What follows belongs to an exercise in optimizing a design on an open flow for small area and a short achievable clock period; a production flow would make more cautious choices.
No functional check of the RTL was part of any run shown here.
Power is estimated from default activity; no workload was simulated.

==> flow/design.v (outline; a module is shown in full before it is edited, if it fits) <==
// module fused_multiply_add: 755 lines
// module fma_fa: 4 lines
// module fma_ha: 4 lines
// module fma_gc: 3 lines
// module fma_gpc: 4 lines
// module fma_benc: 5 lines
// module fma_bsel: 3 lines
module fused_multiply_add
(
     input                                   clk
   , input                                   rst
   , input                                   cntrl_load
   , input        [31:0]                     cntrl_init
   , input                                   pass
   , input        [15:0]                     m
   , input        [15:0]                     x
   , input        [15:0]                     c
   , output logic                            y_valid_r
   , output logic [31:0]                     y_w
);
  // ...
==> flow/flow/run.sh <==
#!/bin/bash
# The standard layout (standard.sh), with two changes:
#  - synthesis maps logic with ABC's &nf mapper (flow/abc_map.script) in place of
#    ORFS's abc_area.script, which maps XOR-heavy logic to NAND2 trees;
#  - the port buffers are plain buf_2 cells instead of the default choice.
set -u
WORK=$(pwd)
rm -rf "$WORK/scripts"
cp -r "$FLOW_HOME/scripts" "$WORK/scripts"
cp "$WORK/flow/abc_map.script" "$WORK/scripts/abc_area.script"
export SCRIPTS_DIR="$WORK/scripts"
export BUFFER_PORTS_ARGS="-buffer_cell sky130_fd_sc_hd__buf_2"
bash standard.sh > standard.log 2>&1
==> flow/flow/abc_map.script <==
strash
&get -n
&fraig -x
&put
scorr
dc2
dretime
strash
&get -n
&dch -f
&nf {D}
&put
==> flow/standard.sh <==
#!/bin/bash
# synth_recipe.tcl (not shown) runs the flow's synth.tcl, then flattens the netlist and writes it again
# the make line also repeats each setting of config.mk as NAME=value (left out here)
make -C /OpenROAD-flow-scripts/flow DESIGN_CONFIG=/design/flow/config.mk WORK_HOME=/design/flow/orfs CLKGATE_MAP_FILE= SYNTH_SCRIPT=/design/flow/synth_recipe.tcl "${@:-finish}"
==> flow/config.mk <==
export PLATFORM = sky130hd
export DESIGN_NAME = fused_multiply_add
export DESIGN_NICKNAME = fused_multiply_add
export VERILOG_FILES = /design/flow/design.v
export SDC_FILE = /design/flow/constraint.sdc
export NUM_CORES = 4
export LEC_CHECK = 0
export ABC_AREA = 1
export CAP_MARGIN = 20
export CORE_MARGIN = 2
export CORE_UTILIZATION = 40
export SETUP_SLACK_MARGIN = 2.4
export SLEW_MARGIN = 20
export SYNTH_HIERARCHICAL = 1
export SYNTH_MINIMUM_KEEP_SIZE = 0
==> flow/constraint.sdc <==
create_clock -name core_clock -period 8.0 [get_ports {clk}]
set_input_delay 1.6000 -clock core_clock [delete_from_list [all_inputs] [get_ports {clk}]]
set_output_delay 1.6000 -clock core_clock [all_outputs]
set_load 0.01 [all_outputs]
==> results_tabular.tex, run 1 <==
\begin{tabular}{lr}
\hline
Metric & Value \\
\hline
\multicolumn{2}{l}{\textbf{Run status}} \\
Outcome & complete, no violations \\
\multicolumn{2}{l}{\textbf{GRT}} \\
Grt met3 use & 4.10\% \\
Peak-usage layer in the global routing report & met2 \\
\multicolumn{2}{l}{\textbf{Clock tree}} \\
Hold buffer count at CTS & 0 \\
Clock slew at the register clock pins of the worst setup and hold paths & 0.05 ns \\
Maximum clock insertion buffer count & 2 \\
CTS tree & yes \\
\multicolumn{2}{l}{\textbf{Final layout}} \\
Number of non-clock buffers & 122 \\
Most common library cell in the layout ignoring fill and taps & sky130\_fd\_sc\_hd\_\_fa\_1 \\
\multicolumn{2}{l}{\textbf{Power}} \\
Switching part of the total power & around 44\% \\
Seq power & approximately 630 uW \\
Net switching power figure & 2.20 mW \\
Clock power frac & a little under 8\% \\
\multicolumn{2}{l}{\textbf{Synthesis}} \\
Mean instance size in the synthesized netlist & 11.0 sq um \\
Post-synthesis cell type count & 18 \\
Proportion of synthesized flip-flops having asynchronous set or reset & 0\% \\
\multicolumn{2}{l}{\textbf{Setup path}} \\
Startpoint-to-endpoint class of the critical path & primary input to flip-flop \\
Startpoint Class & primary input \\
Buffers and inverters on the worst path & 1 \\
Endpoint of the worst register-to-register path & ys\_r[22] \\
\multicolumn{2}{l}{\textbf{Floorplan}} \\
Row count & 56 \\
\multicolumn{2}{l}{\textbf{Placed design}} \\
Worst setup timing slack at the placement stage & between 1.5 and 2 ns \\
\multicolumn{2}{l}{\textbf{Drt}} \\
Via count & 7277 \\
1st-iter DRT viols & 427 \\
\multicolumn{2}{l}{\textbf{STA}} \\
Total count of hold-check failures in the final report & 0 \\
\hline
\end{tabular}
==> inputs of run 2 (changes only) <==
--- a/flow/design.v
+++ b/flow/design.v
@@ -12,17 +12,22 @@
    , output logic [31:0]                     y_w
 );
   logic [31:0] ys_r, yc_r;
+  logic [25:14] yt_r;
   wire        opnd_en = pass;
   wire [15:0] cg = {16{opnd_en}} & c;
   wire [15:0] xg = x;
   wire [16:-1] xe = {1'b0, xg, 1'b0};
   wire [15:-1] me = {m, 1'b0};
   wire [1:0] one0_d, two0_d, neg0_d;
-  fma_benc u_e0_0 (.en(pass), .b2(me[1]), .b1(me[0]), .b0(me[-1]), .one(one0_d[0]), .two(two0_d[0]), .neg(neg0_d[0]));
-  fma_benc u_e0_1 (.en(pass), .b2(me[1]), .b1(me[0]), .b0(me[-1]), .one(one0_d[1]), .two(two0_d[1]), .neg(neg0_d[1]));
+  assign one0_d[0] = pass & (me[0] ^ 1'b0);
+  assign two0_d[0] = pass & ((me[1] & ~me[0] & ~1'b0) | (~me[1] & me[0] & 1'b0));
+  assign neg0_d[0] = pass & me[1];
+  assign one0_d[1] = pass & (me[0] ^ 1'b0);
+  assign two0_d[1] = pass & ((me[1] & ~me[0] & ~1'b0) | (~me[1] & me[0] & 1'b0));
+  assign neg0_d[1] = pass & me[1];
   wire neg0 = neg0_d[0];
   wire [16:0] pp0;
-  fma_bsel u_b0_0 (.one(one0_d[0]), .two(two0_d[0]), .neg(neg0_d[0]), .xa(xe[0]), .xb(xe[-1]), .p(pp0[0]));
+  assign pp0[0] = (one0_d[0] & xe[0]) ^ neg0_d[0];
   fma_bsel u_b0_1 (.one(one0_d[0]), .two(two0_d[0]), .neg(neg0_d[0]), .xa(xe[1]), .xb(xe[0]), .p(pp0[1]));
   fma_bsel u_b0_2 (.one(one0_d[0]), .two(two0_d[0]), .neg(neg0_d[0]), .xa(xe[2]), .xb(xe[1]), .p(pp0[2]));
   fma_bsel u_b0_3 (.one(one0_d[0]), .two(two0_d[0]), .neg(neg0_d[0]), .xa(xe[3]), .xb(xe[2]), .p(pp0[3]));
@@ -38,13 +43,13 @@
   fma_bsel u_b0_13 (.one(one0_d[1]), .two(two0_d[1]), .neg(neg0_d[1]), .xa(xe[13]), .xb(xe[12]), .p(pp0[13]));
   fma_bsel u_b0_14 (.one(one0_d[1]), .two(two0_d[1]), .neg(neg0_d[1]), .xa(xe[14]), .xb(xe[13]), .p(pp0[14]));
   fma_bsel u_b0_15 (.one(one0_d[1]), .two(two0_d[1]), .neg(neg0_d[1]), .xa(xe[15]), .xb(xe[14]), .p(pp0[15]));
-  fma_bsel u_b0_16 (.one(one0_d[1]), .two(two0_d[1]), .neg(neg0_d[1]), .xa(xe[16]), .xb(xe[15]), .p(pp0[16]));
+  assign pp0[16] = (two0_d[1] & xe[15]) ^ neg0_d[1];
   wire [1:0] one1_d, two1_d, neg1_d;
   fma_benc u_e1_0 (.en(pass), .b2(me[3]), .b1(me[2]), .b0(me[1]), .one(one1_d[0]), .two(two1_d[0]), .neg(neg1_d[0]));
   fma_benc u_e1_1 (.en(pass), .b2(me[3]), .b1(me[2]), .b0(me[1]), .one(one1_d[1]), .two(two1_d[1]), .neg(neg1_d[1]));
   wire neg1 = neg1_d[0];
   wire [16:0] pp1;
-  fma_bsel u_b1_0 (.one(one1_d[0]), .two(two1_d[0]), .neg(neg1_d[0]), .xa(xe[0]), .xb(xe[-1]), .p(pp1[0]));
+  assign pp1[0] = (one1_d[0] & xe[0]) ^ neg1_d[0];
   fma_bsel u_b1_1 (.one(one1_d[0]), .two(two1_d[0]), .neg(neg1_d[0]), .xa(xe[1]), .xb(xe[0]), .p(pp1[1]));
   fma_bsel u_b1_2 (.one(one1_d[0]), .two(two1_d[0]), .neg(neg1_d[0]), .xa(xe[2]), .xb(xe[1]), .p(pp1[2]));
   fma_bsel u_b1_3 (.one(one1_d[0]), .two(two1_d[0]), .neg(neg1_d[0]), .xa(xe[3]), .xb(xe[2]), .p(pp1[3]));
@@ -60,13 +65,13 @@
   fma_bsel u_b1_13 (.one(one1_d[1]), .two(two1_d[1]), .neg(neg1_d[1]), .xa(xe[13]), .xb(xe[12]), .p(pp1[13]));
   fma_bsel u_b1_14 (.one(one1_d[1]), .two(two1_d[1]), .neg(neg1_d[1]), .xa(xe[14]), .xb(xe[13]), .p(pp1[14]));
   fma_bsel u_b1_15 (.one(one1_d[1]), .two(two1_d[1]), .neg(neg1_d[1]), .xa(xe[15]), .xb(xe[14]), .p(pp1[15]));
-  fma_bsel u_b1_16 (.one(one1_d[1]), .two(two1_d[1]), .neg(neg1_d[1]), .xa(xe[16]), .xb(xe[15]), .p(pp1[16]));
+  assign pp1[16] = (two1_d[1] & xe[15]) ^ neg1_d[1];
   wire [1:0] one2_d, two2_d, neg2_d;
   fma_benc u_e2_0 (.en(pass), .b2(me[5]), .b1(me[4]), .b0(me[3]), .one(one2_d[0]), .two(two2_d[0]), .neg(neg2_d[0]));
   fma_benc u_e2_1 (.en(pass), .b2(me[5]), .b1(me[4]), .b0(me[3]), .one(one2_d[1]), .two(two2_d[1]), .neg(neg2_d[1]));
   wire neg2 = neg2_d[0];
   wire [16:0] pp2;
-  fma_bsel u_b2_0 (.one(one2_d[0]), .two(two2_d[0]), .neg(neg2_d[0]), .xa(xe[0]), .xb(xe[-1]), .p(pp2[0]));
+  assign pp2[0] = (one2_d[0] & xe[0]) ^ neg2_d[0];
   fma_bsel u_b2_1 (.one(one2_d[0]), .two(two2_d[0]), .neg(neg2_d[0]), .xa(xe[1]), .xb(xe[0]), .p(pp2[1]));
   fma_bsel u_b2_2 (.one(one2_d[0]), .two(two2_d[0]), .neg(neg2_d[0]), .xa(xe[2]), .xb(xe[1]), .p(pp2[2]));
   fma_bsel u_b2_3 (.one(one2_d[0]), .two(two2_d[0]), .neg(neg2_d[0]), .xa(xe[3]), .xb(xe[2]), .p(pp2[3]));
@@ -82,13 +87,13 @@
   fma_bsel u_b2_13 (.one(one2_d[1]), .two(two2_d[1]), .neg(neg2_d[1]), .xa(xe[13]), .xb(xe[12]), .p(pp2[13]));
   fma_bsel u_b2_14 (.one(one2_d[1]), .two(two2_d[1]), .neg(neg2_d[1]), .xa(xe[14]), .xb(xe[13]), .p(pp2[14]));
   fma_bsel u_b2_15 (.one(one2_d[1]), .two(two2_d[1]), .neg(neg2_d[1]), .xa(xe[15]), .xb(xe[14]), .p(pp2[15]));
-  fma_bsel u_b2_16 (.one(one2_d[1]), .two(two2_d[1]), .neg(neg2_d[1]), .xa(xe[16]), .xb(xe[15]), .p(pp2[16]));
+  assign pp2[16] = (two2_d[1] & xe[15]) ^ neg2_d[1];
   wire [1:0] one3_d, two3_d, neg3_d;
   fma_benc u_e3_0 (.en(pass), .b2(me[7]), .b1(me[6]), .b0(me[5]), .one(one3_d[0]), .two(two3_d[0]), .neg(neg3_d[0]));
   fma_benc u_e3_1 (.en(pass), .b2(me[7]), .b1(me[6]), .b0(me[5]), .one(one3_d[1]), .two(two3_d[1]), .neg(neg3_d[1]));
   wire neg3 = neg3_d[0];
   wire [16:0] pp3;
-  fma_bsel u_b3_0 (.one(one3_d[0]), .two(two3_d[0]), .neg(neg3_d[0]), .xa(xe[0]), .xb(xe[-1]), .p(pp3[0]));
+  assign pp3[0] = (one3_d[0] & xe[0]) ^ neg3_d[0];
   fma_bsel u_b3_1 (.one(one3_d[0]), .two(two3_d[0]), .neg(neg3_d[0]), .xa(xe[1]), .xb(xe[0]), .p(pp3[1]));
   fma_bsel u_b3_2 (.one(one3_d[0]), .two(two3_d[0]), .neg(neg3_d[0]), .xa(xe[2]), .xb(xe[1]), .p(pp3[2]));
   fma_bsel u_b3_3 (.one(one3_d[0]), .two(two3_d[0]), .neg(neg3_d[0]), .xa(xe[3]), .xb(xe[2]), .p(pp3[3]));
@@ -104,13 +109,13 @@
   fma_bsel u_b3_13 (.one(one3_d[1]), .two(two3_d[1]), .neg(neg3_d[1]), .xa(xe[13]), .xb(xe[12]), .p(pp3[13]));
   fma_bsel u_b3_14 (.one(one3_d[1]), .two(two3_d[1]), .neg(neg3_d[1]), .xa(xe[14]), .xb(xe[13]), .p(pp3[14]));
   fma_bsel u_b3_15 (.one(one3_d[1]), .two(two3_d[1]), .neg(neg3_d[1]), .xa(xe[15]), .xb(xe[14]), .p(pp3[15]));
-  fma_bsel u_b3_16 (.one(one3_d[1]), .two(two3_d[1]), .neg(neg3_d[1]), .xa(xe[16]), .xb(xe[15]), .p(pp3[16]));
+  assign pp3[16] = (two3_d[1] & xe[15]) ^ neg3_d[1];
   wire [1:0] one4_d, two4_d, neg4_d;
   fma_benc u_e4_0 (.en(pass), .b2(me[9]), .b1(me[8]), .b0(me[7]), .one(one4_d[0]), .two(two4_d[0]), .neg(neg4_d[0]));
   fma_benc u_e4_1 (.en(pass), .b2(me[9]), .b1(me[8]), .b0(me[7]), .one(one4_d[1]), .two(two4_d[1]), .neg(neg4_d[1]));
   wire neg4 = neg4_d[0];
   wire [16:0] pp4;
-  fma_bsel u_b4_0 (.one(one4_d[0]), .two(two4_d[0]), .neg(neg4_d[0]), .xa(xe[0]), .xb(xe[-1]), .p(pp4[0]));
+  assign pp4[0] = (one4_d[0] & xe[0]) ^ neg4_d[0];
   fma_bsel u_b4_1 (.one(one4_d[0]), .two(two4_d[0]), .neg(neg4_d[0]), .xa(xe[1]), .xb(xe[0]), .p(pp4[1]));
   fma_bsel u_b4_2 (.one(one4_d[0]), .two(two4_d[0]), .neg(neg4_d[0]), .xa(xe[2]), .xb(xe[1]), .p(pp4[2]));
   fma_bsel u_b4_3 (.one(one4_d[0]), .two(two4_d[0]), .neg(neg4_d[0]), .xa(xe[3]), .xb(xe[2]), .p(pp4[3]));
@@ -126,13 +131,13 @@
   fma_bsel u_b4_13 (.one(one4_d[1]), .two(two4_d[1]), .neg(neg4_d[1]), .xa(xe[13]), .xb(xe[12]), .p(pp4[13]));
   fma_bsel u_b4_14 (.one(one4_d[1]), .two(two4_d[1]), .neg(neg4_d[1]), .xa(xe[14]), .xb(xe[13]), .p(pp4[14]));
   fma_bsel u_b4_15 (.one(one4_d[1]), .two(two4_d[1]), .neg(neg4_d[1]), .xa(xe[15]), .xb(xe[14]), .p(pp4[15]));
-  fma_bsel u_b4_16 (.one(one4_d[1]), .two(two4_d[1]), .neg(neg4_d[1]), .xa(xe[16]), .xb(xe[15]), .p(pp4[16]));
+  assign pp4[16] = (two4_d[1] & xe[15]) ^ neg4_d[1];
   wire [1:0] one5_d, two5_d, neg5_d;
   fma_benc u_e5_0 (.en(pass), .b2(me[11]), .b1(me[10]), .b0(me[9]), .one(one5_d[0]), .two(two5_d[0]), .neg(neg5_d[0]));
   fma_benc u_e5_1 (.en(pass), .b2(me[11]), .b1(me[10]), .b0(me[9]), .one(one5_d[1]), .two(two5_d[1]), .neg(neg5_d[1]));
   wire neg5 = neg5_d[0];
   wire [16:0] pp5;
-  fma_bsel u_b5_0 (.one(one5_d[0]), .two(two5_d[0]), .neg(neg5_d[0]), .xa(xe[0]), .xb(xe[-1]), .p(pp5[0]));
+  assign pp5[0] = (one5_d[0] & xe[0]) ^ neg5_d[0];
   fma_bsel u_b5_1 (.one(one5_d[0]), .two(two5_d[0]), .neg(neg5_d[0]), .xa(xe[1]), .xb(xe[0]), .p(pp5[1]));
   fma_bsel u_b5_2 (.one(one5_d[0]), .two(two5_d[0]), .neg(neg5_d[0]), .xa(xe[2]), .xb(xe[1]), .p(pp5[2]));
   fma_bsel u_b5_3 (.one(one5_d[0]), .two(two5_d[0]), .neg(neg5_d[0]), .xa(xe[3]), .xb(xe[2]), .p(pp5[3]));
@@ -148,13 +153,13 @@
   fma_bsel u_b5_13 (.one(one5_d[1]), .two(two5_d[1]), .neg(neg5_d[1]), .xa(xe[13]), .xb(xe[12]), .p(pp5[13]));
   fma_bsel u_b5_14 (.one(one5_d[1]), .two(two5_d[1]), .neg(neg5_d[1]), .xa(xe[14]), .xb(xe[13]), .p(pp5[14]));
   fma_bsel u_b5_15 (.one(one5_d[1]), .two(two5_d[1]), .neg(neg5_d[1]), .xa(xe[15]), .xb(xe[14]), .p(pp5[15]));
-  fma_bsel u_b5_16 (.one(one5_d[1]), .two(two5_d[1]), .neg(neg5_d[1]), .xa(xe[16]), .xb(xe[15]), .p(pp5[16]));
+  assign pp5[16] = (two5_d[1] & xe[15]) ^ neg5_d[1];
   wire [1:0] one6_d, two6_d, neg6_d;
   fma_benc u_e6_0 (.en(pass), .b2(me[13]), .b1(me[12]), .b0(me[11]), .one(one6_d[0]), .two(two6_d[0]), .neg(neg6_d[0]));
   fma_benc u_e6_1 (.en(pass), .b2(me[13]), .b1(me[12]), .b0(me[11]), .one(one6_d[1]), .two(two6_d[1]), .neg(neg6_d[1]));
   wire neg6 = neg6_d[0];
   wire [16:0] pp6;
-  fma_bsel u_b6_0 (.one(one6_d[0]), .two(two6_d[0]), .neg(neg6_d[0]), .xa(xe[0]), .xb(xe[-1]), .p(pp6[0]));
+  assign pp6[0] = (one6_d[0] & xe[0]) ^ neg6_d[0];
   fma_bsel u_b6_1 (.one(one6_d[0]), .two(two6_d[0]), .neg(neg6_d[0]), .xa(xe[1]), .xb(xe[0]), .p(pp6[1]));
   fma_bsel u_b6_2 (.one(one6_d[0]), .two(two6_d[0]), .neg(neg6_d[0]), .xa(xe[2]), .xb(xe[1]), .p(pp6[2]));
   fma_bsel u_b6_3 (.one(one6_d[0]), .two(two6_d[0]), .neg(neg6_d[0]), .xa(xe[3]), .xb(xe[2]), .p(pp6[3]));
@@ -170,13 +175,13 @@
   fma_bsel u_b6_13 (.one(one6_d[1]), .two(two6_d[1]), .neg(neg6_d[1]), .xa(xe[13]), .xb(xe[12]), .p(pp6[13]));
   fma_bsel u_b6_14 (.one(one6_d[1]), .two(two6_d[1]), .neg(neg6_d[1]), .xa(xe[14]), .xb(xe[13]), .p(pp6[14]));
   fma_bsel u_b6_15 (.one(one6_d[1]), .two(two6_d[1]), .neg(neg6_d[1]), .xa(xe[15]), .xb(xe[14]), .p(pp6[15]));
-  fma_bsel u_b6_16 (.one(one6_d[1]), .two(two6_d[1]), .neg(neg6_d[1]), .xa(xe[16]), .xb(xe[15]), .p(pp6[16]));
+  assign pp6[16] = (two6_d[1] & xe[15]) ^ neg6_d[1];
   wire [1:0] one7_d, two7_d, neg7_d;
   fma_benc u_e7_0 (.en(pass), .b2(me[15]), .b1(me[14]), .b0(me[13]), .one(one7_d[0]), .two(two7_d[0]), .neg(neg7_d[0]));
   fma_benc u_e7_1 (.en(pass), .b2(me[15]), .b1(me[14]), .b0(me[13]), .one(one7_d[1]), .two(two7_d[1]), .neg(neg7_d[1]));
   wire neg7 = neg7_d[0];
   wire [16:0] pp7;
-  fma_bsel u_b7_0 (.one(one7_d[0]), .two(two7_d[0]), .neg(neg7_d[0]), .xa(xe[0]), .xb(xe[-1]), .p(pp7[0]));
+  assign pp7[0] = (one7_d[0] & xe[0]) ^ neg7_d[0];
   fma_bsel u_b7_1 (.one(one7_d[0]), .two(two7_d[0]), .neg(neg7_d[0]), .xa(xe[1]), .xb(xe[0]), .p(pp7[1]));
   fma_bsel u_b7_2 (.one(one7_d[0]), .two(two7_d[0]), .neg(neg7_d[0]), .xa(xe[2]), .xb(xe[1]), .p(pp7[2]));
   fma_bsel u_b7_3 (.one(one7_d[0]), .two(two7_d[0]), .neg(neg7_d[0]), .xa(xe[3]), .xb(xe[2]), .p(pp7[3]));
@@ -192,7 +197,7 @@
   fma_bsel u_b7_13 (.one(one7_d[1]), .two(two7_d[1]), .neg(neg7_d[1]), .xa(xe[13]), .xb(xe[12]), .p(pp7[13]));
   fma_bsel u_b7_14 (.one(one7_d[1]), .two(two7_d[1]), .neg(neg7_d[1]), .xa(xe[14]), .xb(xe[13]), .p(pp7[14]));
   fma_bsel u_b7_15 (.one(one7_d[1]), .two(two7_d[1]), .neg(neg7_d[1]), .xa(xe[15]), .xb(xe[14]), .p(pp7[15]));
-  fma_bsel u_b7_16 (.one(one7_d[1]), .two(two7_d[1]), .neg(neg7_d[1]), .xa(xe[16]), .xb(xe[15]), .p(pp7[16]));
+  assign pp7[16] = (two7_d[1] & xe[15]) ^ neg7_d[1];
   wire s1, c2;
   fma_fa u_s1 (.a(ys_r[0]), .b(yc_r[0]), .ci(neg0), .s(s1), .co(c2));
   wire s3, c4;
@@ -334,205 +339,205 @@
   wire s139, c140;
   fma_fa u_s139 (.a(s135), .b(c122), .ci(s137), .s(s139), .co(c140));
   wire s141, c142;
-  fma_fa u_s141 (.a(ys_r[14]), .b(yc_r[14]), .ci(neg7), .s(s141), .co(c142));
+  fma_fa u_s141 (.a(ys_r[14]), .b(yc_r[14]), .ci(yt_r[14]), .s(s141), .co(c142));
   wire s143, c144;
-  fma_fa u_s143 (.a(cg[14]), .b(pp0[14]), .ci(pp1[12]), .s(s143), .co(c144));
+  fma_fa u_s143 (.a(s141), .b(neg7), .ci(cg[14]), .s(s143), .co(c144));
   wire s145, c146;
-  fma_fa u_s145 (.a(pp2[10]), .b(pp3[8]), .ci(pp4[6]), .s(s145), .co(c146));
+  fma_fa u_s145 (.a(pp0[14]), .b(pp1[12]), .ci(pp2[10]), .s(s145), .co(c146));
   wire s147, c148;
-  fma_fa u_s147 (.a(pp5[4]), .b(pp6[2]), .ci(pp7[0]), .s(s147), .co(c148));
+  fma_fa u_s147 (.a(pp3[8]), .b(pp4[6]), .ci(pp5[4]), .s(s147), .co(c148));
   wire s149, c150;
-  fma_fa u_s149 (.a(s141), .b(c126), .ci(c128), .s(s149), .co(c150));
+  fma_fa u_s149 (.a(pp6[2]), .b(pp7[0]), .ci(c126), .s(s149), .co(c150));
   wire s151, c152;
-  fma_fa u_s151 (.a(c130), .b(s143), .ci(s145), .s(s151), .co(c152));
+  fma_fa u_s151 (.a(s143), .b(c128), .ci(c130), .s(s151), .co(c152));
   wire s153, c154;
-  fma_fa u_s153 (.a(s147), .b(c132), .ci(c134), .s(s153), .co(c154));
+  fma_fa u_s153 (.a(s145), .b(s147), .ci(c132), .s(s153), .co(c154));
   wire s155, c156;
-  fma_fa u_s155 (.a(s149), .b(s151), .ci(c136), .s(s155), .co(c156));
+  fma_fa u_s155 (.a(s149), .b(c134), .ci(s151), .s(s155), .co(c156));
   wire s157, c158;
-  fma_fa u_s157 (.a(s153), .b(c138), .ci(s155), .s(s157), .co(c158));
+  fma_fa u_s157 (.a(c136), .b(s153), .ci(s155), .s(s157), .co(c158));
   wire s159, c160;
-  fma_fa u_s159 (.a(ys_r[15]), .b(yc_r[15]), .ci(cg[15]), .s(s159), .co(c160));
+  fma_fa u_s159 (.a(ys_r[15]), .b(yc_r[15]), .ci(yt_r[15]), .s(s159), .co(c160));
   wire s161, c162;
-  fma_fa u_s161 (.a(pp0[15]), .b(pp1[13]), .ci(pp2[11]), .s(s161), .co(c162));
+  fma_fa u_s161 (.a(c142), .b(s159), .ci(cg[15]), .s(s161), .co(c162));
   wire s163, c164;
-  fma_fa u_s163 (.a(pp3[9]), .b(pp4[7]), .ci(pp5[5]), .s(s163), .co(c164));
+  fma_fa u_s163 (.a(pp0[15]), .b(pp1[13]), .ci(pp2[11]), .s(s163), .co(c164));
   wire s165, c166;
-  fma_fa u_s165 (.a(pp6[3]), .b(pp7[1]), .ci(c142), .s(s165), .co(c166));
+  fma_fa u_s165 (.a(pp3[9]), .b(pp4[7]), .ci(pp5[5]), .s(s165), .co(c166));
   wire s167, c168;
-  fma_fa u_s167 (.a(s159), .b(c144), .ci(c146), .s(s167), .co(c168));
+  fma_fa u_s167 (.a(pp6[3]), .b(pp7[1]), .ci(c144), .s(s167), .co(c168));
   wire s169, c170;
-  fma_fa u_s169 (.a(c148), .b(s161), .ci(s163), .s(s169), .co(c170));
+  fma_fa u_s169 (.a(s161), .b(c146), .ci(c148), .s(s169), .co(c170));
   wire s171, c172;
-  fma_fa u_s171 (.a(s165), .b(c150), .ci(c152), .s(s171), .co(c172));
+  fma_fa u_s171 (.a(s163), .b(s165), .ci(c150), .s(s171), .co(c172));
   wire s173, c174;
-  fma_fa u_s173 (.a(s167), .b(s169), .ci(c154), .s(s173), .co(c174));
+  fma_fa u_s173 (.a(s167), .b(c152), .ci(s169), .s(s173), .co(c174));
   wire s175, c176;
-  fma_fa u_s175 (.a(s171), .b(c156), .ci(s173), .s(s175), .co(c176));
+  fma_fa u_s175 (.a(c154), .b(s171), .ci(c156), .s(s175), .co(c176));
   wire s177, c178;
-  fma_fa u_s177 (.a(ys_r[16]), .b(yc_r[16]), .ci(pp0[16]), .s(s177), .co(c178));
+  fma_fa u_s177 (.a(ys_r[16]), .b(yc_r[16]), .ci(yt_r[16]), .s(s177), .co(c178));
   wire s179, c180;
-  fma_fa u_s179 (.a(pp1[14]), .b(pp2[12]), .ci(pp3[10]), .s(s179), .co(c180));
+  fma_fa u_s179 (.a(c160), .b(s177), .ci(pp0[16]), .s(s179), .co(c180));
   wire s181, c182;
-  fma_fa u_s181 (.a(pp4[8]), .b(pp5[6]), .ci(pp6[4]), .s(s181), .co(c182));
+  fma_fa u_s181 (.a(pp1[14]), .b(pp2[12]), .ci(pp3[10]), .s(s181), .co(c182));
   wire s183, c184;
-  fma_fa u_s183 (.a(pp7[2]), .b(c160), .ci(c162), .s(s183), .co(c184));
+  fma_fa u_s183 (.a(pp4[8]), .b(pp5[6]), .ci(pp6[4]), .s(s183), .co(c184));
   wire s185, c186;
-  fma_fa u_s185 (.a(c164), .b(c166), .ci(s177), .s(s185), .co(c186));
+  fma_fa u_s185 (.a(pp7[2]), .b(c162), .ci(c164), .s(s185), .co(c186));
   wire s187, c188;
-  fma_fa u_s187 (.a(s179), .b(s181), .ci(c168), .s(s187), .co(c188));
+  fma_fa u_s187 (.a(c166), .b(s179), .ci(s181), .s(s187), .co(c188));
   wire s189, c190;
-  fma_fa u_s189 (.a(c170), .b(s183), .ci(s185), .s(s189), .co(c190));
+  fma_fa u_s189 (.a(s183), .b(c168), .ci(c170), .s(s189), .co(c190));
   wire s191, c192;
-  fma_fa u_s191 (.a(c172), .b(s187), .ci(s189), .s(s191), .co(c192));
-  wire s193 = c174 ^ s191;
-  wire c194 = c174 & s191;
+  fma_fa u_s191 (.a(s185), .b(s187), .ci(c172), .s(s191), .co(c192));
+  wire s193 = c174 ^ s189;
+  wire c194 = c174 & s189;
   wire s195 = 1'b1 ^ ys_r[17] ^ yc_r[17];
   wire c196 = (1'b1 & ys_r[17]) | (1'b1 & yc_r[17]) | (ys_r[17] & yc_r[17]);
   wire s197, c198;
-  fma_fa u_s197 (.a(s195), .b(~neg0), .ci(pp1[15]), .s(s197), .co(c198));
+  fma_fa u_s197 (.a(yt_r[17]), .b(c178), .ci(s195), .s(s197), .co(c198));
   wire s199, c200;
-  fma_fa u_s199 (.a(pp2[13]), .b(pp3[11]), .ci(pp4[9]), .s(s199), .co(c200));
+  fma_fa u_s199 (.a(s197), .b(~neg0), .ci(pp1[15]), .s(s199), .co(c200));
   wire s201, c202;
-  fma_fa u_s201 (.a(pp5[7]), .b(pp6[5]), .ci(pp7[3]), .s(s201), .co(c202));
+  fma_fa u_s201 (.a(pp2[13]), .b(pp3[11]), .ci(pp4[9]), .s(s201), .co(c202));
   wire s203, c204;
-  fma_fa u_s203 (.a(c178), .b(c180), .ci(c182), .s(s203), .co(c204));
+  fma_fa u_s203 (.a(pp5[7]), .b(pp6[5]), .ci(pp7[3]), .s(s203), .co(c204));
   wire s205, c206;
-  fma_fa u_s205 (.a(s197), .b(s199), .ci(s201), .s(s205), .co(c206));
+  fma_fa u_s205 (.a(c180), .b(c182), .ci(c184), .s(s205), .co(c206));
   wire s207, c208;
-  fma_fa u_s207 (.a(c184), .b(c186), .ci(s203), .s(s207), .co(c208));
+  fma_fa u_s207 (.a(s199), .b(s201), .ci(s203), .s(s207), .co(c208));
   wire s209, c210;
-  fma_fa u_s209 (.a(s205), .b(c188), .ci(c190), .s(s209), .co(c210));
+  fma_fa u_s209 (.a(c186), .b(c188), .ci(s205), .s(s209), .co(c210));
   wire s211, c212;
-  fma_fa u_s211 (.a(s207), .b(c192), .ci(s209), .s(s211), .co(c212));
+  fma_fa u_s211 (.a(s207), .b(c190), .ci(s209), .s(s211), .co(c212));
   wire s213 = 1'b1 ^ ys_r[18] ^ yc_r[18];
   wire c214 = (1'b1 & ys_r[18]) | (1'b1 & yc_r[18]) | (ys_r[18] & yc_r[18]);
   wire s215, c216;
-  fma_fa u_s215 (.a(c196), .b(s213), .ci(pp1[16]), .s(s215), .co(c216));
+  fma_fa u_s215 (.a(yt_r[18]), .b(c196), .ci(s213), .s(s215), .co(c216));
   wire s217, c218;
-  fma_fa u_s217 (.a(pp2[14]), .b(pp3[12]), .ci(pp4[10]), .s(s217), .co(c218));
+  fma_fa u_s217 (.a(c198), .b(s215), .ci(pp1[16]), .s(s217), .co(c218));
   wire s219, c220;
-  fma_fa u_s219 (.a(pp5[8]), .b(pp6[6]), .ci(pp7[4]), .s(s219), .co(c220));
+  fma_fa u_s219 (.a(pp2[14]), .b(pp3[12]), .ci(pp4[10]), .s(s219), .co(c220));
   wire s221, c222;
-  fma_fa u_s221 (.a(c198), .b(c200), .ci(c202), .s(s221), .co(c222));
+  fma_fa u_s221 (.a(pp5[8]), .b(pp6[6]), .ci(pp7[4]), .s(s221), .co(c222));
   wire s223, c224;
-  fma_fa u_s223 (.a(s215), .b(s217), .ci(s219), .s(s223), .co(c224));
+  fma_fa u_s223 (.a(c200), .b(c202), .ci(c204), .s(s223), .co(c224));
   wire s225, c226;
-  fma_fa u_s225 (.a(c204), .b(c206), .ci(s221), .s(s225), .co(c226));
+  fma_fa u_s225 (.a(s217), .b(s219), .ci(s221), .s(s225), .co(c226));
   wire s227, c228;
-  fma_fa u_s227 (.a(s223), .b(c208), .ci(s225), .s(s227), .co(c228));
-  wire s229 = c210 ^ s227;
-  wire c230 = c210 & s227;
+  fma_fa u_s227 (.a(c206), .b(c208), .ci(s223), .s(s227), .co(c228));
+  wire s229, c230;
+  fma_fa u_s229 (.a(s225), .b(c210), .ci(s227), .s(s229), .co(c230));
   wire s231, c232;
-  fma_fa u_s231 (.a(ys_r[19]), .b(yc_r[19]), .ci(c214), .s(s231), .co(c232));
+  fma_fa u_s231 (.a(ys_r[19]), .b(yc_r[19]), .ci(yt_r[19]), .s(s231), .co(c232));
   wire s233, c234;
-  fma_fa u_s233 (.a(s231), .b(~neg1), .ci(pp2[15]), .s(s233), .co(c234));
+  fma_fa u_s233 (.a(c214), .b(s231), .ci(c216), .s(s233), .co(c234));
   wire s235, c236;
-  fma_fa u_s235 (.a(pp3[13]), .b(pp4[11]), .ci(pp5[9]), .s(s235), .co(c236));
+  fma_fa u_s235 (.a(s233), .b(~neg1), .ci(pp2[15]), .s(s235), .co(c236));
   wire s237, c238;
-  fma_fa u_s237 (.a(pp6[7]), .b(pp7[5]), .ci(c216), .s(s237), .co(c238));
+  fma_fa u_s237 (.a(pp3[13]), .b(pp4[11]), .ci(pp5[9]), .s(s237), .co(c238));
   wire s239, c240;
-  fma_fa u_s239 (.a(c218), .b(c220), .ci(s233), .s(s239), .co(c240));
+  fma_fa u_s239 (.a(pp6[7]), .b(pp7[5]), .ci(c218), .s(s239), .co(c240));
   wire s241, c242;
-  fma_fa u_s241 (.a(s235), .b(c222), .ci(c224), .s(s241), .co(c242));
+  fma_fa u_s241 (.a(c220), .b(c222), .ci(s235), .s(s241), .co(c242));
   wire s243, c244;
-  fma_fa u_s243 (.a(s237), .b(s239), .ci(c226), .s(s243), .co(c244));
+  fma_fa u_s243 (.a(s237), .b(c224), .ci(c226), .s(s243), .co(c244));
   wire s245, c246;
-  fma_fa u_s245 (.a(s241), .b(c228), .ci(s243), .s(s245), .co(c246));
+  fma_fa u_s245 (.a(s239), .b(s241), .ci(c228), .s(s245), .co(c246));
   wire s247 = 1'b1 ^ ys_r[20] ^ yc_r[20];
   wire c248 = (1'b1 & ys_r[20]) | (1'b1 & yc_r[20]) | (ys_r[20] & yc_r[20]);
   wire s249, c250;
-  fma_fa u_s249 (.a(s247), .b(c232), .ci(pp2[16]), .s(s249), .co(c250));
+  fma_fa u_s249 (.a(yt_r[20]), .b(c232), .ci(s247), .s(s249), .co(c250));
   wire s251, c252;
-  fma_fa u_s251 (.a(pp3[14]), .b(pp4[12]), .ci(pp5[10]), .s(s251), .co(c252));
+  fma_fa u_s251 (.a(s249), .b(c234), .ci(pp2[16]), .s(s251), .co(c252));
   wire s253, c254;
-  fma_fa u_s253 (.a(pp6[8]), .b(pp7[6]), .ci(c234), .s(s253), .co(c254));
+  fma_fa u_s253 (.a(pp3[14]), .b(pp4[12]), .ci(pp5[10]), .s(s253), .co(c254));
   wire s255, c256;
-  fma_fa u_s255 (.a(c236), .b(s249), .ci(s251), .s(s255), .co(c256));
+  fma_fa u_s255 (.a(pp6[8]), .b(pp7[6]), .ci(c236), .s(s255), .co(c256));
   wire s257, c258;
-  fma_fa u_s257 (.a(c238), .b(c240), .ci(s253), .s(s257), .co(c258));
+  fma_fa u_s257 (.a(c238), .b(s251), .ci(s253), .s(s257), .co(c258));
   wire s259, c260;
-  fma_fa u_s259 (.a(s255), .b(c242), .ci(s257), .s(s259), .co(c260));
-  wire s261 = c244 ^ s259;
-  wire c262 = c244 & s259;
+  fma_fa u_s259 (.a(c240), .b(c242), .ci(s255), .s(s259), .co(c260));
+  wire s261, c262;
+  fma_fa u_s261 (.a(s257), .b(c244), .ci(s259), .s(s261), .co(c262));
   wire s263, c264;
-  fma_fa u_s263 (.a(ys_r[21]), .b(yc_r[21]), .ci(c248), .s(s263), .co(c264));
+  fma_fa u_s263 (.a(ys_r[21]), .b(yc_r[21]), .ci(yt_r[21]), .s(s263), .co(c264));
   wire s265, c266;
-  fma_fa u_s265 (.a(s263), .b(~neg2), .ci(pp3[15]), .s(s265), .co(c266));
+  fma_fa u_s265 (.a(c248), .b(s263), .ci(c250), .s(s265), .co(c266));
   wire s267, c268;
-  fma_fa u_s267 (.a(pp4[13]), .b(pp5[11]), .ci(pp6[9]), .s(s267), .co(c268));
+  fma_fa u_s267 (.a(s265), .b(~neg2), .ci(pp3[15]), .s(s267), .co(c268));
   wire s269, c270;
-  fma_fa u_s269 (.a(pp7[7]), .b(c250), .ci(c252), .s(s269), .co(c270));
+  fma_fa u_s269 (.a(pp4[13]), .b(pp5[11]), .ci(pp6[9]), .s(s269), .co(c270));
   wire s271, c272;
-  fma_fa u_s271 (.a(s265), .b(s267), .ci(c254), .s(s271), .co(c272));
+  fma_fa u_s271 (.a(pp7[7]), .b(c252), .ci(c254), .s(s271), .co(c272));
   wire s273, c274;
-  fma_fa u_s273 (.a(c256), .b(s269), .ci(c258), .s(s273), .co(c274));
+  fma_fa u_s273 (.a(s267), .b(s269), .ci(c256), .s(s273), .co(c274));
   wire s275, c276;
-  fma_fa u_s275 (.a(s271), .b(c260), .ci(s273), .s(s275), .co(c276));
+  fma_fa u_s275 (.a(c258), .b(s271), .ci(c260), .s(s275), .co(c276));
   wire s277 = 1'b1 ^ ys_r[22] ^ yc_r[22];
   wire c278 = (1'b1 & ys_r[22]) | (1'b1 & yc_r[22]) | (ys_r[22] & yc_r[22]);
   wire s279, c280;
-  fma_fa u_s279 (.a(s277), .b(c264), .ci(pp3[16]), .s(s279), .co(c280));
+  fma_fa u_s279 (.a(yt_r[22]), .b(c264), .ci(s277), .s(s279), .co(c280));
   wire s281, c282;
-  fma_fa u_s281 (.a(pp4[14]), .b(pp5[12]), .ci(pp6[10]), .s(s281), .co(c282));
+  fma_fa u_s281 (.a(s279), .b(c266), .ci(pp3[16]), .s(s281), .co(c282));
   wire s283, c284;
-  fma_fa u_s283 (.a(pp7[8]), .b(c266), .ci(c268), .s(s283), .co(c284));
+  fma_fa u_s283 (.a(pp4[14]), .b(pp5[12]), .ci(pp6[10]), .s(s283), .co(c284));
   wire s285, c286;
-  fma_fa u_s285 (.a(s279), .b(s281), .ci(c270), .s(s285), .co(c286));
+  fma_fa u_s285 (.a(pp7[8]), .b(c268), .ci(c270), .s(s285), .co(c286));
   wire s287, c288;
-  fma_fa u_s287 (.a(s283), .b(c272), .ci(s285), .s(s287), .co(c288));
-  wire s289 = c274 ^ s287;
-  wire c290 = c274 & s287;
+  fma_fa u_s287 (.a(s281), .b(s283), .ci(c272), .s(s287), .co(c288));
+  wire s289, c290;
+  fma_fa u_s289 (.a(s285), .b(c274), .ci(s287), .s(s289), .co(c290));
   wire s291, c292;
-  fma_fa u_s291 (.a(ys_r[23]), .b(yc_r[23]), .ci(c278), .s(s291), .co(c292));
+  fma_fa u_s291 (.a(ys_r[23]), .b(yc_r[23]), .ci(yt_r[23]), .s(s291), .co(c292));
   wire s293, c294;
-  fma_fa u_s293 (.a(s291), .b(~neg3), .ci(pp4[15]), .s(s293), .co(c294));
+  fma_fa u_s293 (.a(c278), .b(s291), .ci(c280), .s(s293), .co(c294));
   wire s295, c296;
-  fma_fa u_s295 (.a(pp5[13]), .b(pp6[11]), .ci(pp7[9]), .s(s295), .co(c296));
+  fma_fa u_s295 (.a(s293), .b(~neg3), .ci(pp4[15]), .s(s295), .co(c296));
   wire s297, c298;
-  fma_fa u_s297 (.a(c280), .b(c282), .ci(s293), .s(s297), .co(c298));
+  fma_fa u_s297 (.a(pp5[13]), .b(pp6[11]), .ci(pp7[9]), .s(s297), .co(c298));
   wire s299, c300;
-  fma_fa u_s299 (.a(s295), .b(c284), .ci(s297), .s(s299), .co(c300));
+  fma_fa u_s299 (.a(c282), .b(c284), .ci(s295), .s(s299), .co(c300));
   wire s301, c302;
-  fma_fa u_s301 (.a(c286), .b(s299), .ci(c288), .s(s301), .co(c302));
+  fma_fa u_s301 (.a(s297), .b(c286), .ci(s299), .s(s301), .co(c302));
   wire s303 = 1'b1 ^ ys_r[24] ^ yc_r[24];
   wire c304 = (1'b1 & ys_r[24]) | (1'b1 & yc_r[24]) | (ys_r[24] & yc_r[24]);
   wire s305, c306;
-  fma_fa u_s305 (.a(s303), .b(c292), .ci(pp4[16]), .s(s305), .co(c306));
+  fma_fa u_s305 (.a(yt_r[24]), .b(c292), .ci(s303), .s(s305), .co(c306));
   wire s307, c308;
-  fma_fa u_s307 (.a(pp5[14]), .b(pp6[12]), .ci(pp7[10]), .s(s307), .co(c308));
+  fma_fa u_s307 (.a(s305), .b(c294), .ci(pp4[16]), .s(s307), .co(c308));
   wire s309, c310;
-  fma_fa u_s309 (.a(c294), .b(c296), .ci(s305), .s(s309), .co(c310));
+  fma_fa u_s309 (.a(pp5[14]), .b(pp6[12]), .ci(pp7[10]), .s(s309), .co(c310));
   wire s311, c312;
-  fma_fa u_s311 (.a(s307), .b(c298), .ci(s309), .s(s311), .co(c312));
-  wire s313 = c300 ^ s311;
-  wire c314 = c300 & s311;
+  fma_fa u_s311 (.a(c296), .b(c298), .ci(s307), .s(s311), .co(c312));
+  wire s313, c314;
+  fma_fa u_s313 (.a(s309), .b(c300), .ci(s311), .s(s313), .co(c314));
   wire s315, c316;
-  fma_fa u_s315 (.a(ys_r[25]), .b(yc_r[25]), .ci(c304), .s(s315), .co(c316));
+  fma_fa u_s315 (.a(ys_r[25]), .b(yc_r[25]), .ci(yt_r[25]), .s(s315), .co(c316));
   wire s317, c318;
-  fma_fa u_s317 (.a(s315), .b(~neg4), .ci(pp5[15]), .s(s317), .co(c318));
+  fma_fa u_s317 (.a(c304), .b(s315), .ci(c306), .s(s317), .co(c318));
   wire s319, c320;
-  fma_fa u_s319 (.a(pp6[13]), .b(pp7[11]), .ci(c306), .s(s319), .co(c320));
+  fma_fa u_s319 (.a(s317), .b(~neg4), .ci(pp5[15]), .s(s319), .co(c320));
   wire s321, c322;
-  fma_fa u_s321 (.a(c308), .b(s317), .ci(c310), .s(s321), .co(c322));
+  fma_fa u_s321 (.a(pp6[13]), .b(pp7[11]), .ci(c308), .s(s321), .co(c322));
   wire s323, c324;
-  fma_fa u_s323 (.a(s319), .b(c312), .ci(s321), .s(s323), .co(c324));
+  fma_fa u_s323 (.a(c310), .b(s319), .ci(c312), .s(s323), .co(c324));
   wire s325 = 1'b1 ^ ys_r[26] ^ yc_r[26];
   wire c326 = (1'b1 & ys_r[26]) | (1'b1 & yc_r[26]) | (ys_r[26] & yc_r[26]);
   wire s327, c328;
-  fma_fa u_s327 (.a(s325), .b(c316), .ci(pp5[16]), .s(s327), .co(c328));
+  fma_fa u_s327 (.a(c316), .b(s325), .ci(c318), .s(s327), .co(c328));
   wire s329, c330;
-  fma_fa u_s329 (.a(pp6[14]), .b(pp7[12]), .ci(c318), .s(s329), .co(c330));
+  fma_fa u_s329 (.a(s327), .b(pp5[16]), .ci(pp6[14]), .s(s329), .co(c330));
   wire s331, c332;
-  fma_fa u_s331 (.a(s327), .b(c320), .ci(s329), .s(s331), .co(c332));
+  fma_fa u_s331 (.a(pp7[12]), .b(c320), .ci(s329), .s(s331), .co(c332));
   wire s333 = c322 ^ s331;
   wire c334 = c322 & s331;
   wire s335, c336;
   fma_fa u_s335 (.a(ys_r[27]), .b(yc_r[27]), .ci(c326), .s(s335), .co(c336));
   wire s337, c338;
-  fma_fa u_s337 (.a(s335), .b(~neg5), .ci(pp6[15]), .s(s337), .co(c338));
+  fma_fa u_s337 (.a(s335), .b(c328), .ci(~neg5), .s(s337), .co(c338));
   wire s339, c340;
-  fma_fa u_s339 (.a(pp7[13]), .b(c328), .ci(s337), .s(s339), .co(c340));
+  fma_fa u_s339 (.a(pp6[15]), .b(pp7[13]), .ci(s337), .s(s339), .co(c340));
   wire s341, c342;
   fma_fa u_s341 (.a(c330), .b(s339), .ci(c332), .s(s341), .co(c342));
   wire s343 = 1'b1 ^ ys_r[28] ^ yc_r[28];
@@ -559,44 +564,83 @@
   fma_fa u_s363 (.a(ys_r[31]), .b(yc_r[31]), .ci(c358), .s(s363), .co(c364));
   wire s365, c366;
   fma_fa u_s365 (.a(s363), .b(~neg7), .ci(c360), .s(s365), .co(c366));
-  wire [31:0] r0 = {c362, c356, c350, c342, c334, c324, c314, c302, c290, c276, c262, c246, c230, c212, c194, c176, c158, c140, c124, c108, c94, c80, c68, c56, c46, c36, c28, c20, c14, c8, c4, s3};
-  wire [31:0] r1 = {s365, s361, s355, s349, s341, s333, s323, s313, s301, s289, s275, s261, s245, s229, s211, s193, s175, s157, s139, s123, s107, s93, s79, s67, s55, s45, s35, s27, s19, s13, s7, 1'b0};
+  wire [25:14] r2 = {s323, 1'b0, s301, 1'b0, s275, 1'b0, s245, 1'b0, s211, s193, s175, s157};
+  wire [31:0] r0 = {c362, c356, c350, c342, c334, c324, s321, c302, c288, c276, s273, c246, s243, c212, c192, s191, s173, c138, c124, c108, c94, c80, c68, c56, c46, c36, c28, c20, c14, c8, c4, s3};
+  wire [31:0] r1 = {s365, s361, s355, s349, s341, s333, c314, s313, c290, s289, c262, s261, c230, s229, c194, c176, c158, c140, s139, s123, s107, s93, s79, s67, s55, s45, s35, s27, s19, s13, s7, 1'b0};
   always_ff @(posedge clk)
     if (rst) y_valid_r <= 1'b0;
     else     y_valid_r <= pass;
+  wire o14_0s, o14_0c;
+  fma_fa u_ofo14_0 (.a(ys_r[14]), .b(yc_r[14]), .ci(yt_r[14]), .s(o14_0s), .co(o14_0c));
+  wire o15_1s, o15_1c;
+  fma_fa u_ofo15_1 (.a(ys_r[15]), .b(yc_r[15]), .ci(yt_r[15]), .s(o15_1s), .co(o15_1c));
+  wire o16_1s, o16_1c;
+  fma_fa u_ofo16_1 (.a(ys_r[16]), .b(yc_r[16]), .ci(yt_r[16]), .s(o16_1s), .co(o16_1c));
+  wire o17_1s, o17_1c;
+  fma_fa u_ofo17_1 (.a(ys_r[17]), .b(yc_r[17]), .ci(yt_r[17]), .s(o17_1s), .co(o17_1c));
+  wire o18_1s, o18_1c;
+  fma_fa u_ofo18_1 (.a(ys_r[18]), .b(yc_r[18]), .ci(yt_r[18]), .s(o18_1s), .co(o18_1c));
+  wire o19_1s, o19_1c;
+  fma_fa u_ofo19_1 (.a(ys_r[19]), .b(yc_r[19]), .ci(yt_r[19]), .s(o19_1s), .co(o19_1c));
+  wire o20_1s, o20_1c;
+  fma_fa u_ofo20_1 (.a(ys_r[20]), .b(yc_r[20]), .ci(yt_r[20]), .s(o20_1s), .co(o20_1c));
+  wire o21_1s, o21_1c;
+  fma_fa u_ofo21_1 (.a(ys_r[21]), .b(yc_r[21]), .ci(yt_r[21]), .s(o21_1s), .co(o21_1c));
+  wire o22_1s, o22_1c;
+  fma_fa u_ofo22_1 (.a(ys_r[22]), .b(yc_r[22]), .ci(yt_r[22]), .s(o22_1s), .co(o22_1c));
+  wire o23_1s, o23_1c;
+  fma_fa u_ofo23_1 (.a(ys_r[23]), .b(yc_r[23]), .ci(yt_r[23]), .s(o23_1s), .co(o23_1c));
+  wire o24_1s, o24_1c;
+  fma_fa u_ofo24_1 (.a(ys_r[24]), .b(yc_r[24]), .ci(yt_r[24]), .s(o24_1s), .co(o24_1c));
+  wire o25_1s, o25_1c;
+  fma_fa u_ofo25_1 (.a(ys_r[25]), .b(yc_r[25]), .ci(yt_r[25]), .s(o25_1s), .co(o25_1c));
+  wire os26_1, oc26_1;
+  fma_ha u_oh26 (.a(ys_r[26]), .b(yc_r[26]), .s(os26_1), .co(oc26_1));
+  wire os27_1, oc27_1;
+  fma_ha u_oh27 (.a(ys_r[27]), .b(yc_r[27]), .s(os27_1), .co(oc27_1));
+  wire os28_1, oc28_1;
+  fma_ha u_oh28 (.a(ys_r[28]), .b(yc_r[28]), .s(os28_1), .co(oc28_1));
+  wire os29_1, oc29_1;
+  fma_ha u_oh29 (.a(ys_r[29]), .b(yc_r[29]), .s(os29_1), .co(oc29_1));
+  wire os30_1, oc30_1;
+  fma_ha u_oh30 (.a(ys_r[30]), .b(yc_r[30]), .s(os30_1), .co(oc30_1));
+  wire o31_0s, o31_0c;
+  fma_fa u_ofo31_0 (.a(ys_r[31]), .b(yc_r[31]), .ci(oc30_1), .s(o31_0s), .co(o31_0c));
+  wire [31:0] oa = {o31_0s, oc29_1, oc28_1, oc27_1, oc26_1, o25_1c, o24_1c, o23_1c, o22_1c, o21_1c, o20_1c, o19_1c, o18_1c, o17_1c, o16_1c, o15_1c, o14_0c, o14_0s, ys_r[13], ys_r[12], ys_r[11], ys_r[10], ys_r[9], ys_r[8], ys_r[7], ys_r[6], ys_r[5], ys_r[4], ys_r[3], ys_r[2], ys_r[1], ys_r[0]};
+  wire [31:0] ob = {1'b0, os30_1, os29_1, os28_1, os27_1, os26_1, o25_1s, o24_1s, o23_1s, o22_1s, o21_1s, o20_1s, o19_1s, o18_1s, o17_1s, o16_1s, o15_1s, 1'b0, yc_r[13], yc_r[12], yc_r[11], yc_r[10], yc_r[9], yc_r[8], yc_r[7], yc_r[6], yc_r[5], yc_r[4], yc_r[3], yc_r[2], yc_r[1], yc_r[0]};
   wire [31:0] ya_g, ya_p, ya;
-  fma_ha u_ya_h0 (.a(ys_r[0]), .b(yc_r[0]), .s(ya_p[0]), .co(ya_g[0]));
-  fma_ha u_ya_h1 (.a(ys_r[1]), .b(yc_r[1]), .s(ya_p[1]), .co(ya_g[1]));
-  fma_ha u_ya_h2 (.a(ys_r[2]), .b(yc_r[2]), .s(ya_p[2]), .co(ya_g[2]));
-  fma_ha u_ya_h3 (.a(ys_r[3]), .b(yc_r[3]), .s(ya_p[3]), .co(ya_g[3]));
-  fma_ha u_ya_h4 (.a(ys_r[4]), .b(yc_r[4]), .s(ya_p[4]), .co(ya_g[4]));
-  fma_ha u_ya_h5 (.a(ys_r[5]), .b(yc_r[5]), .s(ya_p[5]), .co(ya_g[5]));
-  fma_ha u_ya_h6 (.a(ys_r[6]), .b(yc_r[6]), .s(ya_p[6]), .co(ya_g[6]));
-  fma_ha u_ya_h7 (.a(ys_r[7]), .b(yc_r[7]), .s(ya_p[7]), .co(ya_g[7]));
-  fma_ha u_ya_h8 (.a(ys_r[8]), .b(yc_r[8]), .s(ya_p[8]), .co(ya_g[8]));
-  fma_ha u_ya_h9 (.a(ys_r[9]), .b(yc_r[9]), .s(ya_p[9]), .co(ya_g[9]));
-  fma_ha u_ya_h10 (.a(ys_r[10]), .b(yc_r[10]), .s(ya_p[10]), .co(ya_g[10]));
-  fma_ha u_ya_h11 (.a(ys_r[11]), .b(yc_r[11]), .s(ya_p[11]), .co(ya_g[11]));
-  fma_ha u_ya_h12 (.a(ys_r[12]), .b(yc_r[12]), .s(ya_p[12]), .co(ya_g[12]));
-  fma_ha u_ya_h13 (.a(ys_r[13]), .b(yc_r[13]), .s(ya_p[13]), .co(ya_g[13]));
-  fma_ha u_ya_h14 (.a(ys_r[14]), .b(yc_r[14]), .s(ya_p[14]), .co(ya_g[14]));
-  fma_ha u_ya_h15 (.a(ys_r[15]), .b(yc_r[15]), .s(ya_p[15]), .co(ya_g[15]));
-  fma_ha u_ya_h16 (.a(ys_r[16]), .b(yc_r[16]), .s(ya_p[16]), .co(ya_g[16]));
-  fma_ha u_ya_h17 (.a(ys_r[17]), .b(yc_r[17]), .s(ya_p[17]), .co(ya_g[17]));
-  fma_ha u_ya_h18 (.a(ys_r[18]), .b(yc_r[18]), .s(ya_p[18]), .co(ya_g[18]));
-  fma_ha u_ya_h19 (.a(ys_r[19]), .b(yc_r[19]), .s(ya_p[19]), .co(ya_g[19]));
-  fma_ha u_ya_h20 (.a(ys_r[20]), .b(yc_r[20]), .s(ya_p[20]), .co(ya_g[20]));
-  fma_ha u_ya_h21 (.a(ys_r[21]), .b(yc_r[21]), .s(ya_p[21]), .co(ya_g[21]));
-  fma_ha u_ya_h22 (.a(ys_r[22]), .b(yc_r[22]), .s(ya_p[22]), .co(ya_g[22]));
-  fma_ha u_ya_h23 (.a(ys_r[23]), .b(yc_r[23]), .s(ya_p[23]), .co(ya_g[23]));
-  fma_ha u_ya_h24 (.a(ys_r[24]), .b(yc_r[24]), .s(ya_p[24]), .co(ya_g[24]));
-  fma_ha u_ya_h25 (.a(ys_r[25]), .b(yc_r[25]), .s(ya_p[25]), .co(ya_g[25]));
-  fma_ha u_ya_h26 (.a(ys_r[26]), .b(yc_r[26]), .s(ya_p[26]), .co(ya_g[26]));
-  fma_ha u_ya_h27 (.a(ys_r[27]), .b(yc_r[27]), .s(ya_p[27]), .co(ya_g[27]));
-  fma_ha u_ya_h28 (.a(ys_r[28]), .b(yc_r[28]), .s(ya_p[28]), .co(ya_g[28]));
-  fma_ha u_ya_h29 (.a(ys_r[29]), .b(yc_r[29]), .s(ya_p[29]), .co(ya_g[29]));
-  fma_ha u_ya_h30 (.a(ys_r[30]), .b(yc_r[30]), .s(ya_p[30]), .co(ya_g[30]));
-  fma_ha u_ya_h31 (.a(ys_r[31]), .b(yc_r[31]), .s(ya_p[31]), .co(ya_g[31]));
+  fma_ha u_ya_h0 (.a(oa[0]), .b(ob[0]), .s(ya_p[0]), .co(ya_g[0]));
+  fma_ha u_ya_h1 (.a(oa[1]), .b(ob[1]), .s(ya_p[1]), .co(ya_g[1]));
+  fma_ha u_ya_h2 (.a(oa[2]), .b(ob[2]), .s(ya_p[2]), .co(ya_g[2]));
+  fma_ha u_ya_h3 (.a(oa[3]), .b(ob[3]), .s(ya_p[3]), .co(ya_g[3]));
+  fma_ha u_ya_h4 (.a(oa[4]), .b(ob[4]), .s(ya_p[4]), .co(ya_g[4]));
+  fma_ha u_ya_h5 (.a(oa[5]), .b(ob[5]), .s(ya_p[5]), .co(ya_g[5]));
+  fma_ha u_ya_h6 (.a(oa[6]), .b(ob[6]), .s(ya_p[6]), .co(ya_g[6]));
+  fma_ha u_ya_h7 (.a(oa[7]), .b(ob[7]), .s(ya_p[7]), .co(ya_g[7]));
+  fma_ha u_ya_h8 (.a(oa[8]), .b(ob[8]), .s(ya_p[8]), .co(ya_g[8]));
+  fma_ha u_ya_h9 (.a(oa[9]), .b(ob[9]), .s(ya_p[9]), .co(ya_g[9]));
+  fma_ha u_ya_h10 (.a(oa[10]), .b(ob[10]), .s(ya_p[10]), .co(ya_g[10]));
+  fma_ha u_ya_h11 (.a(oa[11]), .b(ob[11]), .s(ya_p[11]), .co(ya_g[11]));
+  fma_ha u_ya_h12 (.a(oa[12]), .b(ob[12]), .s(ya_p[12]), .co(ya_g[12]));
+  fma_ha u_ya_h13 (.a(oa[13]), .b(ob[13]), .s(ya_p[13]), .co(ya_g[13]));
+  fma_ha u_ya_h14 (.a(oa[14]), .b(ob[14]), .s(ya_p[14]), .co(ya_g[14]));
+  fma_ha u_ya_h15 (.a(oa[15]), .b(ob[15]), .s(ya_p[15]), .co(ya_g[15]));
+  fma_ha u_ya_h16 (.a(oa[16]), .b(ob[16]), .s(ya_p[16]), .co(ya_g[16]));
+  fma_ha u_ya_h17 (.a(oa[17]), .b(ob[17]), .s(ya_p[17]), .co(ya_g[17]));
+  fma_ha u_ya_h18 (.a(oa[18]), .b(ob[18]), .s(ya_p[18]), .co(ya_g[18]));
+  fma_ha u_ya_h19 (.a(oa[19]), .b(ob[19]), .s(ya_p[19]), .co(ya_g[19]));
+  fma_ha u_ya_h20 (.a(oa[20]), .b(ob[20]), .s(ya_p[20]), .co(ya_g[20]));
+  fma_ha u_ya_h21 (.a(oa[21]), .b(ob[21]), .s(ya_p[21]), .co(ya_g[21]));
+  fma_ha u_ya_h22 (.a(oa[22]), .b(ob[22]), .s(ya_p[22]), .co(ya_g[22]));
+  fma_ha u_ya_h23 (.a(oa[23]), .b(ob[23]), .s(ya_p[23]), .co(ya_g[23]));
+  fma_ha u_ya_h24 (.a(oa[24]), .b(ob[24]), .s(ya_p[24]), .co(ya_g[24]));
+  fma_ha u_ya_h25 (.a(oa[25]), .b(ob[25]), .s(ya_p[25]), .co(ya_g[25]));
+  fma_ha u_ya_h26 (.a(oa[26]), .b(ob[26]), .s(ya_p[26]), .co(ya_g[26]));
+  fma_ha u_ya_h27 (.a(oa[27]), .b(ob[27]), .s(ya_p[27]), .co(ya_g[27]));
+  fma_ha u_ya_h28 (.a(oa[28]), .b(ob[28]), .s(ya_p[28]), .co(ya_g[28]));
+  fma_ha u_ya_h29 (.a(oa[29]), .b(ob[29]), .s(ya_p[29]), .co(ya_g[29]));
+  fma_ha u_ya_h30 (.a(oa[30]), .b(ob[30]), .s(ya_p[30]), .co(ya_g[30]));
+  fma_ha u_ya_h31 (.a(oa[31]), .b(ob[31]), .s(ya_p[31]), .co(ya_g[31]));
   wire ya_G1;
   fma_gc u_ya_n1 (.gh(ya_g[1]), .ph(ya_p[1]), .gl(ya_g[0]), .g(ya_G1));
   wire ya_G2, ya_P2;
@@ -747,9 +791,11 @@
     if (cntrl_load) begin
       ys_r <= cntrl_init;
       yc_r <= '0;
+      yt_r <= '0;
     end else begin
       ys_r <= r0;
       yc_r <= r1;
+      yt_r <= r2;
     end
   assign y_w = ya;
 endmodule
--- a/flow/config.mk
+++ b/flow/config.mk
@@ -9,7 +9,8 @@
 export CAP_MARGIN = 20
 export CORE_MARGIN = 2
 export CORE_UTILIZATION = 40
-export SETUP_SLACK_MARGIN = 2.4
+export CTS_BUF_LIST = sky130_fd_sc_hd__clkbuf_4
+export SETUP_SLACK_MARGIN = 2.8
 export SLEW_MARGIN = 20
 export SYNTH_HIERARCHICAL = 1
 export SYNTH_MINIMUM_KEEP_SIZE = 0
==> run 2 against run 1 <==
  * Count of clock-buffer cells in the layout down 1
  * Area after synthesis increased by 4.7%
  * Sequential power rose by 12%
  * Total power up 13%
  * Worst setup slack better by 0.30 ns
  * Fmax rose by 5.9%
  * Still clean
==> results_tabular.tex, run 2 <==
\begin{tabular}{lr}
\hline
Metric & Value \\
\hline
\multicolumn{2}{l}{\textbf{Placed design}} \\
Placed Cells & 1361 (was 1339) \\
\multicolumn{2}{l}{\textbf{Clock tree}} \\
Clock slew at the register clock pins of the worst setup and hold paths & 0.12 ns (was 0.05 ns) \\
Maximum clock insertion buffer count & 2 (unchanged) \\
TritonCTS Buffers & 9 (unchanged) \\
Hold buffer count at CTS & 0 (unchanged) \\
CTS tree & yes (unchanged) \\
\multicolumn{2}{l}{\textbf{Final layout}} \\
Most common library cell in the layout ignoring fill and taps & sky130\_fd\_sc\_hd\_\_fa\_1 (unchanged) \\
Max reg flops & 32 (unchanged) \\
Top flop regs & ys\_r (32), yc\_r (31), yt\_r (8) (was ys\_r (32), yc\_r (31), y\_valid\_r (1)) \\
Number of nets at the end of the flow & 1364 (was 1330) \\
Cell area after layout & 11400 sq um (was 11200 sq um) \\
Register name with the most flops & ys\_r (unchanged) \\
Commonest non-fill, non-tap cells in the layout & sky130\_fd\_sc\_hd\_\_fa\_1, sky130\_fd\_sc\_hd\_\_xnor2\_1, sky130\_fd\_sc\_hd\_\_a22oi\_1 (was sky130\_fd\_sc\_hd\_\_fa\_1, sky130\_fd\_sc\_hd\_\_a22oi\_1, sky130\_fd\_sc\_hd\_\_xnor2\_1) \\
Syn-to-layout area delta & 13.3\% (was 16.3\%) \\
\multicolumn{2}{l}{\textbf{GRT}} \\
Wire length of the first global-routing pass & 40300 microns (was 41200 microns) \\
Maximum number of pins on one net before global-route repair & 72 (was 64) \\
Grt met3 use & 4.07\% (was 4.10\%) \\
Via count of the first global-routing pass & 7535 (was 7690) \\
Peak-usage layer in the global routing report & met2 (unchanged) \\
Grt met2 use & 32.2\% (was 34.0\%) \\
Gr usage total & 19.7\% (was 20.5\%) \\
\multicolumn{2}{l}{\textbf{Floorplan}} \\
Area enclosed by the die boundary & 26400 sq um (was 25300 sq um) \\
Initial Utilization & 40.4\% (was 40.8\%) \\
Row count & 58 (was 56) \\
\multicolumn{2}{l}{\textbf{Drt}} \\
Routed Wire Length & 24600 microns (was 24900 microns) \\
Via count & 7280 (was 7277) \\
Average via count per standard cell & 5.26 (was 5.37) \\
1st-iter DRT viols & 547 (was 427) \\
Wire per inst & 17.7 microns (was 18.3 microns) \\
\multicolumn{2}{l}{\textbf{STA}} \\
Total count of hold-check failures in the final report & 0 (unchanged) \\
Maximum achievable frequency & 0.198 GHz (was 0.187 GHz) \\
Worst Skew & 0.0175 ns (was 0.00535 ns) \\
Worst hold-check slack & 0.857 ns (was 0.851 ns) \\
Final critical-path share of the clock period & 63.1\% (was 66.8\%) \\
\multicolumn{2}{l}{\textbf{Setup path}} \\
Slack of the worst reg-to-reg path & 4.16 ns (was 4.24 ns) \\
Highest-delay cell along the critical path & sky130\_fd\_sc\_hd\_\_fa\_1 (was sky130\_fd\_sc\_hd\_\_o31ai\_2) \\
Most prevalent standard cell on the critical path & sky130\_fd\_sc\_hd\_\_a21o\_4 (was sky130\_fd\_sc\_hd\_\_fa\_1) \\
Startpoint-to-endpoint class of the critical path & flip-flop to output port (was primary input to flip-flop) \\
Startpoint Class & flip-flop (was primary input) \\
Arrival time reported for the critical path endpoint & 3.45 ns (was 5.58 ns) \\
Required time at the endpoint of the critical path & 6.40 ns (was 8.23 ns) \\
Ordered cell list for the critical path & fa\_1, ha\_4, and2\_4, and2\_4, and2\_1, a21o\_4, a21o\_4, a21o\_4, a21o\_1, a21o\_1, xor2\_1, buf\_2 (was buf\_2, nand2\_1, o31ai\_2, a22oi\_1, xnor2\_1, fa\_1, fa\_1, fa\_1, fa\_1, fa\_1, mux2\_1) \\
\multicolumn{2}{l}{\textbf{Synthesis}} \\
Proportion of synthesized flip-flops having asynchronous set or reset & 0\% (unchanged) \\
Mean instance size in the synthesized netlist & 11.2 sq um (was 11.0 sq um) \\
Post-synth top area share & 36.7\% (was 34.8\%) \\
Total standard cell area after synthesis & 10000 sq um (was 9600 sq um) \\
Synth Instances & 899 (was 874) \\
Post-synthesis cell type count & 21 (was 18) \\
\multicolumn{2}{l}{\textbf{Run status}} \\
Outcome & complete, no violations (unchanged) \\
\hline
\end{tabular}
==> run 2: changes by cell type in the layout (fill, tap and decap cells not counted), sizes merged, moves of 2 or more <==
cell,change
a22oi,-16
buf,+5
conb,-14
dfxtp,+8
diode,+3
fa,+17
nand2,+13
nand4b,-2
nor2b,+8
o21ai,-2
o31ai,-2
xnor2,-2
==> run 2: repair_timing <==
item,CTS,global route
buffers inserted,1,4
setup endpoints to repair,38,20
pin swaps,0,7
gates resized for setup,12,17
==> run 2: cell type report <==
class	count	area, sq um
diodes	4	10.0
clock buffers	11	82.6
clock inverters	4	22.5
fillers	2409	13500
inverters	55	206
multi-input cells	782	8540
flip-flops and latches	72	1440
well taps	330	413
repair buffers	127	666
==> run 2: worst max-delay path: cells and delay by family (launching register included) <==
kind	cells	cell delay, ns
adder cells (fa/ha/maj)	2	0.83
XOR/XNOR	1	0.13
AO/OA/AOI/OAI	5	1.07
flip-flops	1	0.35
buffers and inverters	1	0.15
AND/OR/NAND/NOR	3	0.46
==> run 2: logic make-up (layout without fill, tap and decap cells) <==
group           count (synthesis)  after routing
compound gates                215            215
xor+xnor                      165            165
fa+ha+maj                     233            233
buf+inv                        56            197
flops                          72             72
mux                            33             33
other cells                     1             16
simple gates                  124            124
==> run 2: final timing paths <==
| kind | from | cells after the start | end |
|---|---|---|---|
| hold reg to reg | yc_r[1] | 3 | ys_r[2] |
| setup reg to reg | ys_r[23] | 8 | ys_r[28] |
| hold / removal | yc_r[1] | 3 | ys_r[2] |
| setup / recovery | yt_r[15] | 12 | y_w[31] |
==> run 2: per-layer routing <==
layer / vias to the layer above / part of all wire, %
li1: 3404 / -
met1: 3645 / 44
met2: 196 / 48
met3: 31 / 6.0
met4: 4 / 1.7
met5: - / 0.085
==> run 2: Yosys stat by module (local to each module, per instance) <==
| module | times used | flip-flops and latches | cells inside |
|---|---|---|---|
| fused_multiply_add | 1 | 72 | 280 |
| fma_benc | 14 | 0 | 6 |
| fma_fa | 184 | 0 | 1 |
| fma_bsel | 120 | 0 | 2 |
| fma_gpc | 22 | 0 | 2 |
| fma_ha | 37 | 0 | 1 |
| fma_gc | 30 | 0 | 1 |
==> run 2: power by group <==
part / internal (mW) / switching [mW] / leakage [nW] / total [mW]
Clock: 0.0675 / 0.139 / 0.0625 / 0.206
Sequential: 0.564 / 0.142 / 0.603 / 0.706
Combinational: 2.37 / 2.29 / 4.17 / 4.67
Total: 3.01 / 2.57 / 4.84 / 5.58
==> run 2: through the flow <==
| step | setup WS (ns) | util (%) |
|---|---|---|
| after CTS | 2.80 | 45.3 |
| final | 2.95 | 45.8 |
| after floorplan | 3.28 | - |
| after detailed placement | 1.77 | 44.7 |
| after global routing | 2.78 | 45.8 |
| after global placement | 1.93 | 44.7 |

==> port drivers added, routing unchanged <==
Ports are ideal in the flow. The routed layouts listed here were re-timed in OpenROAD. Step 1 sets driving cells, clkbuf_16 on the clock port and buf_2 on the other inputs (assumed; they add their load-dependent delay and slew). Step 2, shift: input delay + t, output delay - t, t = (earliest + latest rising clock arrival at the registers) / 2. This alone moves slack from input paths to output paths. Three values: ideal ports, drivers, drivers and shift; two values: the first two.
run | shift t [ns] | setup WS [ns]
run 1 | 0.390 | 2.655 / 2.642 / 2.253
run 2 | 0.506 | 2.951 / 2.908 / 2.468
After both steps setup and hold are still met in every run listed.
